Context: an optimization exercise on an open-source flow, tuned for small area and a short achievable clock period. The choices shown serve that exercise and are no tape-out recipe. Where RTL was checked, it was by simulation tests only, not by an equivalence proof against the original.

==> flow/design.v (excerpt) <==
module LIFSIM (
    input  wire        clk,
    input  wire        reset,
    input  wire [15:0] I_app,
    input  wire [15:0] I_fb,
    output wire [15:0] V_mem,
    output wire [15:0] V_out,
    output wire [15:0] U_leak,
    output wire [31:0] dU_dt,
    output wire [31:0] dV_dt
);
Size: about 1100 cells after synthesis, about 66 flip-flops, about 150 I/O pins, roughly 0.0066 mm^2 of cells after synthesis.
clock: 7.0 ns
lec_check: 0
cap_margin: 20
core_margin: 2
core_utilization: 60
slew_margin: 20
standard.sh (not shown) runs the stock make flow with config.mk's settings and CLKGATE_MAP_FILE= SYNTH_SCRIPT=/design/flow/synth_recipe.tcl, a recipe that flattens the netlist after the stock synthesis.
==> flow/flow/run.sh <==
#!/bin/bash
# Standard ORFS layout; only synthesis's abc mapping (flow/my_synth.tcl) and the port
# buffer cell differ. Each tool's output goes to a log in this folder.
set -euo pipefail
W=$(pwd)
export MY_ABC_SCRIPT=$W/flow/abc_main.script
export MY_CONE_SCRIPT=$W/flow/abc_cone.script
export MY_NO_FA=1
PORTBUF=$(cat $W/flow/portbuf 2>/dev/null || echo sky130_fd_sc_hd__buf_1)
bash standard.sh SYNTH_SCRIPT=$W/flow/my_synth.tcl "BUFFER_PORTS_ARGS=-buffer_cell $PORTBUF" finish > $W/make_finish.log 2>&1
==> flow/flow/abc_cone.script <==
strash
dch -f
map -D 700
topo
upsize -D 700
dnsize -D 700
==> flow/flow/abc_main.script <==
strash
dch -f
map -D 2000
topo
upsize -D 2000
dnsize -D 2000
==> flow/flow/my_synth.tcl <==
proc synth {args} { yosys synth -nofsm -noshare {*}$args }
# Same synthesis as synth_recipe.tcl, with a different abc script and delay target.
proc abc {args} {
  set out {}
  set skip 0
  foreach a $args {
    if { $skip } { set skip 0; continue }
    if { $a eq "-script" || $a eq "-D" } { set skip 1; continue }
    lappend out $a
  }
  if { [info exists ::env(MY_ABC_SCRIPT)] && $::env(MY_ABC_SCRIPT) ne "" } {
    lappend out -script $::env(MY_ABC_SCRIPT)
  } else {
    lappend out -script $::env(SCRIPTS_DIR)/abc_speed.script
  }
  if { [info exists ::env(MY_ABC_D)] && $::env(MY_ABC_D) ne "" } {
    lappend out -D $::env(MY_ABC_D)
  }
  if { [info exists ::env(MY_CONE_SCRIPT)] && $::env(MY_CONE_SCRIPT) ne "" } {
    # map the input cone of the U_leak registers first, with its own (tighter) script
    set cone {}
    foreach a $out { lappend cone $a }
    set i [lsearch $cone -script]
    set cone [lreplace $cone [expr {$i + 1}] [expr {$i + 1}] $::env(MY_CONE_SCRIPT)]
    yosys select -set ucone c:u_r* %ci*:-sky130_fd_sc_hd__dfxtp_1\[Q\]
    yosys select -list @ucone
    yosys abc {*}$cone @ucone
  }
  yosys abc {*}$out
}
if { [info exists ::env(MY_NO_FA)] && $::env(MY_NO_FA) eq "1" } {
  proc extract_fa {args} { puts "extract_fa skipped" }
}
source $::env(SCRIPTS_DIR)/synth.tcl
# left out here: clear keep_hierarchy, flatten, clean up, hide names made inside functions, write 1_2_yosys.v
Edit:
--- a/flow/flow/run.sh
+++ b/flow/flow/run.sh
@@ -10 +10 @@
-bash standard.sh SYNTH_SCRIPT=$W/flow/my_synth.tcl "BUFFER_PORTS_ARGS=-buffer_cell $PORTBUF" finish > $W/make_finish.log 2>&1
+bash standard.sh SYNTH_SCRIPT=$W/flow/my_synth.tcl "BUFFER_PORTS_ARGS=-buffer_cell $PORTBUF" $(cat $W/flow/extra 2>/dev/null || true) finish > $W/make_finish.log 2>&1
==> flow/flow/extra (new file) <==
SKIP_REPAIR_TIE_FANOUT=1
--- a/flow/config.mk
+++ b/flow/config.mk
@@ -10,0 +11 @@
+export SETUP_SLACK_MARGIN = 4.0
The changed run completed with no timing, DRC or antenna violations.
Area after synthesis is unchanged.
Clock-buffer cell count falls by 1.
Routed wire length rises by 11%.

---

Another version of the RTL of LIFSIM (not shown whole).
For scale: ~1,300 cells after synthesis, roughly 66 flip-flops, about 150 I/O pins, about 7200 µm² of cells after synthesis.
clock: 7.0 ns
lec_check: 0
cap_margin: 20
core_margin: 2
core_utilization: 60
setup_slack_margin: 4.0
slew_margin: 20
==> flow/flow/run.sh <==
#!/bin/bash
# Standard ORFS layout; only synthesis's abc mapping (flow/my_synth.tcl), the port
# buffer cell and the make settings in flow/extra differ. Tool output goes to logs here.
set -euo pipefail
W=$(pwd)
export MY_ABC_SCRIPT=$W/flow/abc_main.script
export MY_CONE_SCRIPT=$W/flow/abc_cone.script
export MY_NO_FA=1
EXTRA=()
if [[ -f $W/flow/extra ]]; then mapfile -t EXTRA < $W/flow/extra; fi
bash standard.sh SYNTH_SCRIPT=$W/flow/my_synth.tcl "${EXTRA[@]}" finish > $W/make_finish.log 2>&1
==> flow/flow/abc_cone.script <==
strash
dch -f
map -D 1200
topo
upsize -D 1200
dnsize -D 1200
==> flow/flow/abc_main.script <==
strash
dch -f
map -B 0.9
topo
stime -c
buffer -c
upsize -c
dnsize -c
==> flow/flow/extra <==
BUFFER_PORTS_ARGS=-buffer_cell sky130_fd_sc_hd__buf_1
SKIP_REPAIR_TIE_FANOUT=1
Scripts as last shown in full above: flow/flow/my_synth.tcl
The baseline finished with timing, DRC and antenna clean.
Edit:
==> flow/flow/run.sh (replaced) <==
#!/bin/bash
# Standard ORFS layout; only synthesis's abc mapping (flow/my_synth.tcl) and the port
# buffer cell differ. Each tool's output goes to a log in this folder.
set -euo pipefail
W=$(pwd)
export MY_ABC_SCRIPT=$W/flow/abc_main.script
export MY_CONE_SCRIPT=$W/flow/abc_cone.script
export MY_NO_FA=1
PORTBUF=$(cat $W/flow/portbuf 2>/dev/null || echo sky130_fd_sc_hd__buf_1)
bash standard.sh SYNTH_SCRIPT=$W/flow/my_synth.tcl "BUFFER_PORTS_ARGS=-buffer_cell $PORTBUF" $(cat $W/flow/extra 2>/dev/null || true) finish > $W/make_finish.log 2>&1
==> flow/flow/abc_cone.script (replaced) <==
strash
dch -f
map -D 700
topo
upsize -D 700
dnsize -D 700
==> flow/flow/abc_main.script (replaced) <==
strash
dch -f
map -D 2000
topo
upsize -D 2000
dnsize -D 2000
==> flow/flow/extra (replaced) <==
SKIP_REPAIR_TIE_FANOUT=1
- SETUP_SLACK_MARGIN: 4.0 -> 3.7
Result: The new run produced a clean layout; setup slack degrades by 260 ps; cell area goes down by roughly a tenth; flip-flop and latch count stays the same; wire length falls by about a fifth.
Edit:
- CORE_UTILIZATION: 60 -> 70
- SETUP_SLACK_MARGIN: 3.7 -> 3.85
Routed wire length increases by a little under a tenth.
Maximum frequency shrinks slightly.
Flip-flop and latch count does not change.

---

LIFSIM, a different RTL version from the one above (not shown whole).
Size: about 790 cells after synthesis, ~150 I/O pins, about 7400 µm² of cells after synthesis.
// LIFSIM
module LIFSIM (
    input  wire        clk,
    input  wire        reset,
    input  wire [15:0] I_app,
    input  wire [15:0] I_fb,
    output wire [15:0] V_mem,
    output wire [15:0] V_out,
    output wire [15:0] U_leak,
    output wire [31:0] dU_dt,
    output wire [31:0] dV_dt
);
export LEC_CHECK = 0
export ABC_CLOCK_PERIOD_IN_PS = 2500
export CAP_MARGIN = 20
export CORE_MARGIN = 2
export CORE_UTILIZATION = 40
export SETUP_SLACK_MARGIN = 4.5
export SLEW_MARGIN = 20
create_clock -name core_clock -period 7.0 [get_ports {clk}]
run.sh (not shown) runs the stock make flow with config.mk's settings and CLKGATE_MAP_FILE= SYNTH_SCRIPT=/design/flow/synth_recipe.tcl, a recipe that flattens the netlist after the stock synthesis.
Stock flow here: none of the scripts above is used.
Change:
Settings changed: ABC_CLOCK_PERIOD_IN_PS 2500 to unset, SETUP_SLACK_MARGIN 4.5 to unset.
- wire length goes down by roughly a tenth
- worst setup slack gets worse by 0.54 ns
- area after synthesis does not change
- hold slack gets better by 0.019 ns
- global-route usage goes down by 2.0 points
- clock skew stays flat
- die area stays the same
No functional check of the RTL was part of any run of this note.

---

== zinc ==
RTL: one of the versions met above, not the one the previous note started from.
Size in the first run: about 66 flip-flops, ~0.0075 sq mm of cells after synthesis.
clock: 7.0 ns
lec_check: 0
cap_margin: 20
core_margin: 2
core_utilization: 60
setup_slack_margin: 4.0
slew_margin: 20
standard.sh (not shown) runs the stock make flow with config.mk's settings and CLKGATE_MAP_FILE= SYNTH_SCRIPT=/design/flow/synth_recipe.tcl, a recipe that flattens the netlist after the stock synthesis.
==> flow/flow/run.sh <==
#!/bin/bash
# Standard ORFS layout; only synthesis's abc mapping (flow/my_synth.tcl), the port
# buffer cell and the make settings in flow/extra differ. Tool output goes to logs here.
set -euo pipefail
W=$(pwd)
export MY_ABC_SCRIPT=$W/flow/abc_main.script
export MY_CONE_SCRIPT=$W/flow/abc_cone.script
export MY_NO_FA=1
EXTRA=()
if [[ -f $W/flow/extra ]]; then mapfile -t EXTRA < $W/flow/extra; fi
bash standard.sh SYNTH_SCRIPT=$W/flow/my_synth.tcl "${EXTRA[@]}" finish > $W/make_finish.log 2>&1
==> flow/flow/abc_cone.script <==
strash
dch -f
map -D 1200
topo
upsize -D 1200
dnsize -D 1200
==> flow/flow/abc_main.script <==
strash
dch
map -B 0.9
topo
stime -c
buffer -c
upsize -c
dnsize -c
==> flow/flow/extra <==
BUFFER_PORTS_ARGS=-buffer_cell sky130_fd_sc_hd__buf_1
SKIP_REPAIR_TIE_FANOUT=1
Scripts as last shown in full above: flow/flow/my_synth.tcl
Modified inputs, harbor compared to zinc
# zinc
export LEC_CHECK = 0
export CAP_MARGIN = 20
export CORE_MARGIN = 2
export CORE_UTILIZATION = 60
export SETUP_SLACK_MARGIN = 4.0
export SLEW_MARGIN = 20
create_clock -name core_clock -period 7.0 [get_ports {clk}]
# harbor
export LEC_CHECK = 0
export CAP_MARGIN = 20
export CORE_MARGIN = 2
export CORE_UTILIZATION = 60
export SETUP_SLACK_MARGIN = 3.7
export SLEW_MARGIN = 20
create_clock -name core_clock -period 7.0 [get_ports {clk}]
==> flow/flow/abc_main.script <==
strash
dch -f
map -D 2400
topo
upsize -D 2400
dnsize -D 2400
==> notes.md <==
- Going from zinc to harbor, the count of cell types in the netlist was found to have gone up by 3.
- harbor against zinc: compound-cell area share of the yosys netlist up 7.2 points, setup slack down 0.55 ns, largest fanout on the critical path up 2.
The inputs of yarrow differ from those of harbor as listed below.
==> flow/flow/abc_main.script <==
strash
dch
map -B 0.9
topo
stime -c
buffer -c
upsize -c
dnsize -c
Findings:
Synthesized cell count, harbor and yarrow: lower on harbor
Compared with harbor, in yarrow final design area excluding fillers went up by about 7%, fmax went up by about 12%, sequential share of layout area went down by 1.7 points.
Measured against each other, harbor and yarrow differ in data arrival time of the worst path, the higher figure coming from harbor.
yarrow | status: complete | timing, DRC, antenna: pass
Count of filler cells inserted in the layout in yarrow is 342 above harbor.
Compare harbor and yarrow | hold slack lower: harbor

[re-timing with driven ports]
Ports are ideal in the flow. The routed layouts listed here were re-timed in OpenROAD. Step 1 (the two cells are an assumption about what drives the block):
set clk [get_ports {clk}]
set_driving_cell -lib_cell sky130_fd_sc_hd__clkbuf_16 $clk
set_driving_cell -lib_cell sky130_fd_sc_hd__buf_2 [delete_from_list [all_inputs] $clk]
Step 2 adds t to the input delays and takes it off the output delays; t is the mean of the earliest and latest rising clock arrival at the registers after step 1. Input paths then give back, and output paths get back, about the clock's delay inside the block. Slacks: no drivers / after step 1 / after step 2; pairs: no drivers / after step 1.
| run | shift t [ns] | slack for setup (ns) | worst setup path after step 2 | latest minus earliest clock arrival (ns) | worst slew at a driven data input, ns |
|---|---|---|---|---|---|
| the first run of note 1 | 0.380 | 3.590 / 3.590 / 3.590 | register to register | 0.011 / 0.010 | 0.03 |
| the second run of note 1 | 0.378 | 3.939 / 3.939 / 3.769 | input to register | 0.013 / 0.014 | 0.03 |
| the first run of note 2 | 0.376 | 4.171 / 4.171 / 3.795 | input to register | 0.011 / 0.011 | 0.05 |
| the second run of note 2 | 0.378 | 3.912 / 3.912 / 3.730 | input to register | 0.012 / 0.011 | 0.03 |
| the third run of note 2 | 0.379 | 3.898 / 3.898 / 3.774 | input to register | 0.014 / 0.014 | 0.03 |
| the first run of note 3 | 0.377 | 2.435 / 2.435 / 2.435 | register to register | 0.006 / 0.007 | 0.05 |
| the second run of note 3 | 0.365 | 1.895 / 1.895 / 1.895 | register to register | 0.007 / 0.007 | 0.03 |
| zinc | 0.363 | 4.223 / 4.237 / 3.874 | input to register | 0.007 / 0.006 | 0.03 |
| harbor | 0.388 | 3.673 / 3.673 / 3.673 | register to register | 0.028 / 0.028 | 0.04 |
| yarrow | 0.363 | 4.028 / 4.028 / 3.827 | input to register | 0.007 / 0.006 | 0.03 |
After both steps every run listed still meets setup and hold. For the first run of note 2, which loses most, drivers alone change the setup slack by 0.000 ns; drivers and shift together by -0.376 ns.
